Context: an optimization exercise on an open-source flow, tuned for small area and a short achievable clock period. The choices shown serve that exercise and are no tape-out recipe. At most, simulation tests tie the RTL to the original design; equivalence was not proved.

## calc
module calc(out, decimal, CLK, RST, CE, plus, sub, multi, equal);
Size: roughly 440 cells after synthesis.
==> module calc, before the edit <==
module calc(out, decimal, CLK, RST, CE, plus, sub, multi, equal);
output [14:0] out;
input  [9:0]  decimal;
input  CLK, RST, CE, plus, sub, multi, equal;
reg [14:0] B, R;
reg [2:0]  cnt;
reg [1:0]  ope;    
reg        P;      
reg [14:2] Xr;                      
reg fy1, fy2, fyn;                  
reg [3:0] ff;                       
wire [3:0] d = decimal[9] ? 4'd9 : decimal[8] ? 4'd8 : decimal[7] ? 4'd7 :
               decimal[6] ? 4'd6 : decimal[5] ? 4'd5 : decimal[4] ? 4'd4 :
               decimal[3] ? 4'd3 : decimal[2] ? 4'd2 : decimal[1] ? 4'd1 : 4'd0;
wire digit = (decimal != 10'd0) && (cnt != 3'd7);
wire o_non = (ope == 2'b00), o_add = (ope == 2'b10), o_sub = (ope == 2'b11), o_mul = (ope == 2'b01);
wire o_as  = ope[1];
wire bx4 = (d == 4'd3) | (d == 4'd4) | (d == 4'd5);
wire bx8 = (d >= 4'd6);
wire by1 = (d == 4'd1) | (d == 4'd3) | (d == 4'd5) | (d == 4'd7) | (d == 4'd9);
wire by2 = (d == 4'd2) | (d == 4'd6);
wire byn = (d == 4'd3) | (d == 4'd6) | (d == 4'd7);
wire [3:0] f = o_mul ? 4'd0 : o_sub ? 4'd9 - d : d;
always @(posedge CLK) begin
    Xr  <= {((o_as | (o_mul & bx8)) ? B[11:0] : 12'd0) ^ {12{o_as}} |
            ((o_mul & bx4) ? B[12:1] : 12'd0),
            (o_mul & bx4 & B[0]) | f[2] | f[3]};
    fy1 <= o_as | (o_mul & by1);
    fy2 <= o_mul & by2;
    fyn <= o_as | (o_mul & byn);
    ff  <= {f[3], 1'b0, f[1] | f[3], f[0]};
end
wire fk  = o_add;                   
wire fci = o_add | (o_mul & fyn);   
wire [14:0] W = {R[11:0], fk, fk, fk};
wire [14:0] V = {R[13:0], fk};
wire [14:0] X = {Xr, ff[1], ff[0]};
wire [14:0] Y = ((fy1 ? B : 15'd0) | (fy2 ? {B[13:0], 1'b0} : 15'd0)) ^ {15{fyn}};
wire [14:0] s1 = W ^ V ^ X;
wire [14:0] c1 = {(W[13:0] & V[13:0]) | (W[13:0] & X[13:0]) | (V[13:0] & X[13:0]), ff[3]};
wire [14:0] s2 = s1 ^ c1 ^ Y;
wire [14:0] c2 = {(s1[13:0] & c1[13:0]) | (s1[13:0] & Y[13:0]) | (c1[13:0] & Y[13:0]), ff[3]};
wire [14:0] S = s2 + c2 + {14'd0, fci};
wire opk    = plus | sub | multi;
wire useRe  = digit | plus | sub | ~(multi | equal | CE);    
wire useB   = ~useRe & ~multi & ~equal & CE & o_as;           
wire ldB    = ~digit & (opk | (equal & ~o_non));              
wire rS = useRe & P, rR = useRe & ~P;
wire bS = ldB & P,   bR = ldB & ~P;
wire [14:0] Ro = rR ? R : useB ? B : 15'd0;
wire [14:0] Bo = bR ? R : B;
wire [14:0] Rnext, Bnext;
mux15 u_rn (.s(rS), .a(S), .b(Ro), .y(Rnext));
mux15 u_bn (.s(bS), .a(S), .b(Bo), .y(Bnext));
always @(posedge CLK or negedge RST)
    if (!RST) begin
        B <= 0; R <= 0; cnt <= 0; ope <= 0; P <= 0;
    end else begin
        P <= digit;
        R <= Rnext;
        B <= Bnext;
        if (digit)
            cnt <= cnt + 3'd1;
        else if (opk | equal | CE)
            cnt <= 0;
        if (!digit) begin
            if (opk)
                ope <= plus ? 2'b10 : sub ? 2'b11 : 2'b01;
            else if (equal)
                ope <= 0;
        end
    end
assign out = B;
endmodule
==> module mux15, before the edit <==
module mux15(s, a, b, y);
input s;
input [14:0] a, b;
output [14:0] y;
assign y = s ? a : b;
endmodule
Settings: LEC_CHECK=0, CAP_MARGIN=20, CORE_MARGIN=2, CORE_UTILIZATION=55, SETUP_SLACK_MARGIN=3.9, SLEW_MARGIN=20, SYNTH_HIERARCHICAL=1, SYNTH_MINIMUM_KEEP_SIZE=0; clock period 7.5 ns.
standard.sh (not shown) runs the stock make flow with config.mk's settings and CLKGATE_MAP_FILE= SYNTH_SCRIPT=/design/flow/synth_recipe.tcl, a recipe that flattens the netlist after the stock synthesis.
==> flow/flow/run.sh <==
#!/bin/bash
# Standard layout, but with plain buf_2 cells as the port buffers.
set -euo pipefail
bash standard.sh "BUFFER_PORTS_ARGS=-buffer_cell sky130_fd_sc_hd__buf_2" finish > orfs_flow.log 2>&1
Edit:
--- a/flow/design.v
+++ b/flow/design.v
@@ -35,46 +35,43 @@
 wire [14:0] W = {R[11:0], fk, fk, fk};
 wire [14:0] V = {R[13:0], fk};
 wire [14:0] X = {Xr, ff[1], ff[0]};
 wire [14:0] Y = ((fy1 ? B : 15'd0) | (fy2 ? {B[13:0], 1'b0} : 15'd0)) ^ {15{fyn}};
-wire [14:0] s1 = W ^ V ^ X;
-wire [14:0] c1 = {(W[13:0] & V[13:0]) | (W[13:0] & X[13:0]) | (V[13:0] & X[13:0]), ff[3]};
-wire [14:0] s2 = s1 ^ c1 ^ Y;
-wire [14:0] c2 = {(s1[13:0] & c1[13:0]) | (s1[13:0] & Y[13:0]) | (c1[13:0] & Y[13:0]), ff[3]};
-wire [14:0] S = s2 + c2 + {14'd0, fci};
-wire opk    = plus | sub | multi;
-wire useRe  = digit | plus | sub | ~(multi | equal | CE);    
-wire useB   = ~useRe & ~multi & ~equal & CE & o_as;           
-wire ldB    = ~digit & (opk | (equal & ~o_non));              
-wire rS = useRe & P, rR = useRe & ~P;
-wire bS = ldB & P,   bR = ldB & ~P;
-wire [14:0] Ro = rR ? R : useB ? B : 15'd0;
-wire [14:0] Bo = bR ? R : B;
-wire [14:0] Rnext, Bnext;
-mux15 u_rn (.s(rS), .a(S), .b(Ro), .y(Rnext));
-mux15 u_bn (.s(bS), .a(S), .b(Bo), .y(Bnext));
+wire [14:0] S;
+sum10 u_sum (.W(W), .V(V), .X(X), .Y(Y), .k3(ff[3]), .ci(fci), .S(S));
+wire [14:0] Reff = P ? S : R;
 always @(posedge CLK or negedge RST)
     if (!RST) begin
         B <= 0; R <= 0; cnt <= 0; ope <= 0; P <= 0;
     end else begin
         P <= digit;
-        R <= Rnext;
-        B <= Bnext;
-        if (digit)
+        if (digit) begin
+            R <= Reff;
             cnt <= cnt + 3'd1;
-        else if (opk | equal | CE)
+        end else if (plus | sub | multi) begin
+            B <= Reff;
+            ope <= plus ? 2'b10 : sub ? 2'b11 : 2'b01;
+            R <= (plus | sub) ? Reff : 15'd0;
             cnt <= 0;
-        if (!digit) begin
-            if (opk)
-                ope <= plus ? 2'b10 : sub ? 2'b11 : 2'b01;
-            else if (equal)
-                ope <= 0;
-        end
+        end else if (equal) begin
+            if (!o_non) B <= Reff;
+            ope <= 0;
+            R <= 0;
+            cnt <= 0;
+        end else if (CE) begin
+            R <= o_as ? B : 15'd0;
+            cnt <= 0;
+        end else
+            R <= Reff;
     end
 assign out = B;
 endmodule
-module mux15(s, a, b, y);
-input s;
-input [14:0] a, b;
-output [14:0] y;
-assign y = s ? a : b;
+module sum10(W, V, X, Y, k3, ci, S);
+input  [14:0] W, V, X, Y;
+input  k3, ci;
+output [14:0] S;
+wire [14:0] s1 = W ^ V ^ X;
+wire [14:0] c1 = {(W[13:0] & V[13:0]) | (W[13:0] & X[13:0]) | (V[13:0] & X[13:0]), k3};
+wire [14:0] s2 = s1 ^ c1 ^ Y;
+wire [14:0] c2 = {(s1[13:0] & c1[13:0]) | (s1[13:0] & Y[13:0]) | (c1[13:0] & Y[13:0]), k3};
+assign S = s2 + c2 + {14'd0, ci};
 endmodule
After rerunning: The new run went through all stages and came out clean. Setup slack loses 0.14 ns. Global-route usage grows by 1.5 points. Maximum frequency goes down by 4.0%. Die area came out higher by 0.92%. Non-clock buffer count falls by 1. Clock-buffer cell count is unchanged. Synthesized cell count climbs by 18%. Routed wire length increases by 6.8%.
No functional check of the RTL was part of any run of this note.


Setup of v6:
The RTL this note starts from:
==> flow/design.v <==
module calc(out, decimal, CLK, RST, CE, plus, sub, multi, equal);
output [14:0] out;
input  [9:0]  decimal;
input  CLK, RST, CE, plus, sub, multi, equal;
reg [14:0] B, R;
reg [2:0]  cnt;
reg [1:0]  ope;    
reg        P;      
reg [14:2] Xr;                      
reg fy1, fy2, fyn;                  
reg [3:0] ff;                       
wire [3:0] d = decimal[9] ? 4'd9 : decimal[8] ? 4'd8 : decimal[7] ? 4'd7 :
               decimal[6] ? 4'd6 : decimal[5] ? 4'd5 : decimal[4] ? 4'd4 :
               decimal[3] ? 4'd3 : decimal[2] ? 4'd2 : decimal[1] ? 4'd1 : 4'd0;
wire digit = (decimal != 10'd0) && (cnt != 3'd7);
wire o_non = (ope == 2'b00), o_add = (ope == 2'b10), o_sub = (ope == 2'b11), o_mul = (ope == 2'b01);
wire o_as  = ope[1];
wire bx4 = (d == 4'd3) | (d == 4'd4) | (d == 4'd5);
wire bx8 = (d >= 4'd6);
wire by1 = (d == 4'd1) | (d == 4'd3) | (d == 4'd5) | (d == 4'd7) | (d == 4'd9);
wire by2 = (d == 4'd2) | (d == 4'd6);
wire byn = (d == 4'd3) | (d == 4'd6) | (d == 4'd7);
wire [3:0] f = o_mul ? 4'd0 : o_sub ? 4'd9 - d : d;
always @(posedge CLK) begin
    Xr  <= {((o_as | (o_mul & bx8)) ? B[11:0] : 12'd0) ^ {12{o_as}} |
            ((o_mul & bx4) ? B[12:1] : 12'd0),
            (o_mul & bx4 & B[0]) | f[2] | f[3]};
    fy1 <= o_as | (o_mul & by1);
    fy2 <= o_mul & by2;
    fyn <= o_as | (o_mul & byn);
    ff  <= {f[3], 1'b0, f[1] | f[3], f[0]};
end
wire fk  = o_add;                   
wire fci = o_add | (o_mul & fyn);   
wire [14:0] W = {R[11:0], fk, fk, fk};
wire [14:0] V = {R[13:0], fk};
wire [14:0] X = {Xr, ff[1], ff[0]};
wire [14:0] Y = ((fy1 ? B : 15'd0) | (fy2 ? {B[13:0], 1'b0} : 15'd0)) ^ {15{fyn}};
wire [14:0] s1 = W ^ V ^ X;
wire [14:0] c1 = {(W[13:0] & V[13:0]) | (W[13:0] & X[13:0]) | (V[13:0] & X[13:0]), ff[3]};
wire [14:0] s2 = s1 ^ c1 ^ Y;
wire [14:0] c2 = {(s1[13:0] & c1[13:0]) | (s1[13:0] & Y[13:0]) | (c1[13:0] & Y[13:0]), ff[3]};
wire [14:0] S = s2 + c2 + {14'd0, fci};
wire [14:0] Reff = P ? S : R;
always @(posedge CLK or negedge RST)
    if (!RST) begin
        B <= 0; R <= 0; cnt <= 0; ope <= 0; P <= 0;
    end else begin
        P <= digit;
        if (digit) begin
            R <= Reff;
            cnt <= cnt + 3'd1;
        end else if (plus | sub | multi) begin
            B <= Reff;
            ope <= plus ? 2'b10 : sub ? 2'b11 : 2'b01;
            R <= (plus | sub) ? Reff : 15'd0;
            cnt <= 0;
        end else if (equal) begin
            if (!o_non) B <= Reff;
            ope <= 0;
            R <= 0;
            cnt <= 0;
        end else if (CE) begin
            R <= o_as ? B : 15'd0;
            cnt <= 0;
        end else
            R <= Reff;
    end
assign out = B;
endmodule
clock: 7.5 ns
lec_check: 0
cap_margin: 20
core_margin: 2
core_utilization: 55
setup_slack_margin: 3.75
slew_margin: 20
Scripts as last shown in full above: flow/flow/run.sh
Edits applied to the flow inputs when going from v6 to v7:
==> flow/design.v <==
module calc(out, decimal, CLK, RST, CE, plus, sub, multi, equal);
output [14:0] out;
input  [9:0]  decimal;
input  CLK, RST, CE, plus, sub, multi, equal;
reg [14:0] B, R;
reg [2:0]  cnt;
reg [1:0]  ope;    
reg        P;      
reg fx8, fx4, fxn, fy1, fy2, fyn;   
reg fk;                             
reg fci;                            
reg [3:0] ff;                       
wire [3:0] d = decimal[9] ? 4'd9 : decimal[8] ? 4'd8 : decimal[7] ? 4'd7 :
               decimal[6] ? 4'd6 : decimal[5] ? 4'd5 : decimal[4] ? 4'd4 :
               decimal[3] ? 4'd3 : decimal[2] ? 4'd2 : decimal[1] ? 4'd1 : 4'd0;
wire digit = (decimal != 10'd0) && (cnt != 3'd7);
wire o_non = (ope == 2'd0), o_add = (ope == 2'd1), o_sub = (ope == 2'd2), o_mul = (ope == 2'd3);
wire o_as  = o_add | o_sub;
wire bx4 = (d == 4'd3) | (d == 4'd4) | (d == 4'd5);
wire bx8 = (d >= 4'd6);
wire by1 = (d == 4'd1) | (d == 4'd3) | (d == 4'd5) | (d == 4'd7) | (d == 4'd9);
wire by2 = (d == 4'd2) | (d == 4'd6);
wire byn = (d == 4'd3) | (d == 4'd6) | (d == 4'd7);
wire [3:0] f = o_mul ? 4'd0 : o_sub ? 4'd9 - d : d;
always @(posedge CLK) begin
    fx8 <= o_as | (o_mul & bx8);
    fx4 <= o_mul & bx4;
    fxn <= o_as;
    fy1 <= o_as | (o_mul & by1);
    fy2 <= o_mul & by2;
    fyn <= o_as | (o_mul & byn);
    fk  <= o_add;
    fci <= o_add | (o_mul & byn);
    ff  <= {f[3], f[2] | f[3], f[1] | f[3], f[0]};
end
wire [14:0] W = {R[11:0], fk, fk, fk};
wire [14:0] V = {R[13:0], fk};
wire [11:0] Xh = ((fx8 ? B[11:0] : 12'd0) | (fx4 ? B[12:1] : 12'd0)) ^ {12{fxn}};
wire [14:0] X = {Xh, (fx4 & B[0]) | ff[2], ff[1], ff[0]};
wire [14:0] Y = ((fy1 ? B : 15'd0) | (fy2 ? {B[13:0], 1'b0} : 15'd0)) ^ {15{fyn}};
wire [14:0] s1 = W ^ V ^ X;
wire [14:0] c1 = {(W[13:0] & V[13:0]) | (W[13:0] & X[13:0]) | (V[13:0] & X[13:0]), ff[3]};
wire [14:0] s2 = s1 ^ c1 ^ Y;
wire [14:0] c2 = {(s1[13:0] & c1[13:0]) | (s1[13:0] & Y[13:0]) | (c1[13:0] & Y[13:0]), ff[3]};
wire [14:0] S = s2 + c2 + {14'd0, fci};
wire [14:0] Reff = P ? S : R;
always @(posedge CLK or negedge RST)
    if (!RST) begin
        B <= 0; R <= 0; cnt <= 0; ope <= 0; P <= 0;
    end else begin
        P <= digit;
        if (digit) begin
            R <= Reff;
            cnt <= cnt + 3'd1;
        end else if (plus | sub | multi) begin
            B <= Reff;
            ope <= plus ? 2'd1 : sub ? 2'd2 : 2'd3;
            R <= (plus | sub) ? Reff : 15'd0;
            cnt <= 0;
        end else if (equal) begin
            if (!o_non) B <= Reff;
            ope <= 0;
            R <= 0;
            cnt <= 0;
        end else if (CE) begin
            R <= o_as ? B : 15'd0;
            cnt <= 0;
        end else
            R <= Reff;
    end
assign out = B;
endmodule
--- outcome ---
- When v7 is set beside v6, its net count reported at finish turns out to be 32 smaller.
- Higher post-layout worst setup margin goes to v6 over v7.
- Relative to v6, critical path depth has increased by 2 in v7.
- Summary of the comparison: fraction of the cycle the final worst path needs is higher in v7, relative to v6.
- Proportion of final cell area spent on non-clock buffers delta for v7 relative to v6: 0.60 points higher
- The die area in v7 sits 310 um2 below the value recorded for v6.
- Compared with v6, v7 shows relative area change from synthesis to final layout higher by 4.6 points.
- v6 → v7: number of standard cells in the layout, taps in and fillers out fell by about 7%, residual overflow from global routing stayed essentially flat, simple-gate portion of the synthesized area fell by 2.0 points, number of register bits inferred by synthesis fell by 7.
- v6 → v7: worst-case hold slack -0.0058 ns, area after synthesis -4.1%.

afterwards: timing with drivers on the ports:
In the flow no input, the clock included, has a driving cell. The finished layouts below were timed again as built, in two steps.
Step 1, drivers: a clkbuf_16 drives CLK and a buf_2 each remaining input, both assumed.
Step 2 adds t to the input delays and takes it off the output delays; t is the mean of the earliest and latest rising clock arrival at the registers after step 1. Input paths then give back, and output paths get back, about the clock's delay inside the block.
Slacks: ideal / step 1 / step 2; pairs: ideal / step 1.
run	t (ns)	setup WS [ns]	hold WS [ns]	clock arrival spread, ns	cell pins on the clock port's net
the first run of note 1	0.339	4.060 / 4.071 / 3.732	0.492 / 0.492 / 0.492	0.010 / 0.011	1
the second run of note 1	0.333	3.916 / 3.916 / 3.916	0.497 / 0.497 / 0.497	0.021 / 0.021	1
v6	0.346	4.011 / 4.014 / 3.680	0.516 / 0.516 / 0.516	0.014 / 0.014	1
v7	0.338	3.891 / 3.891 / 3.761	0.510 / 0.510 / 0.510	0.005 / 0.005	1
After both steps every run listed still meets setup and hold. For v6, which loses most, drivers alone change the setup slack by +0.003 ns; drivers and shift together by -0.331 ns.
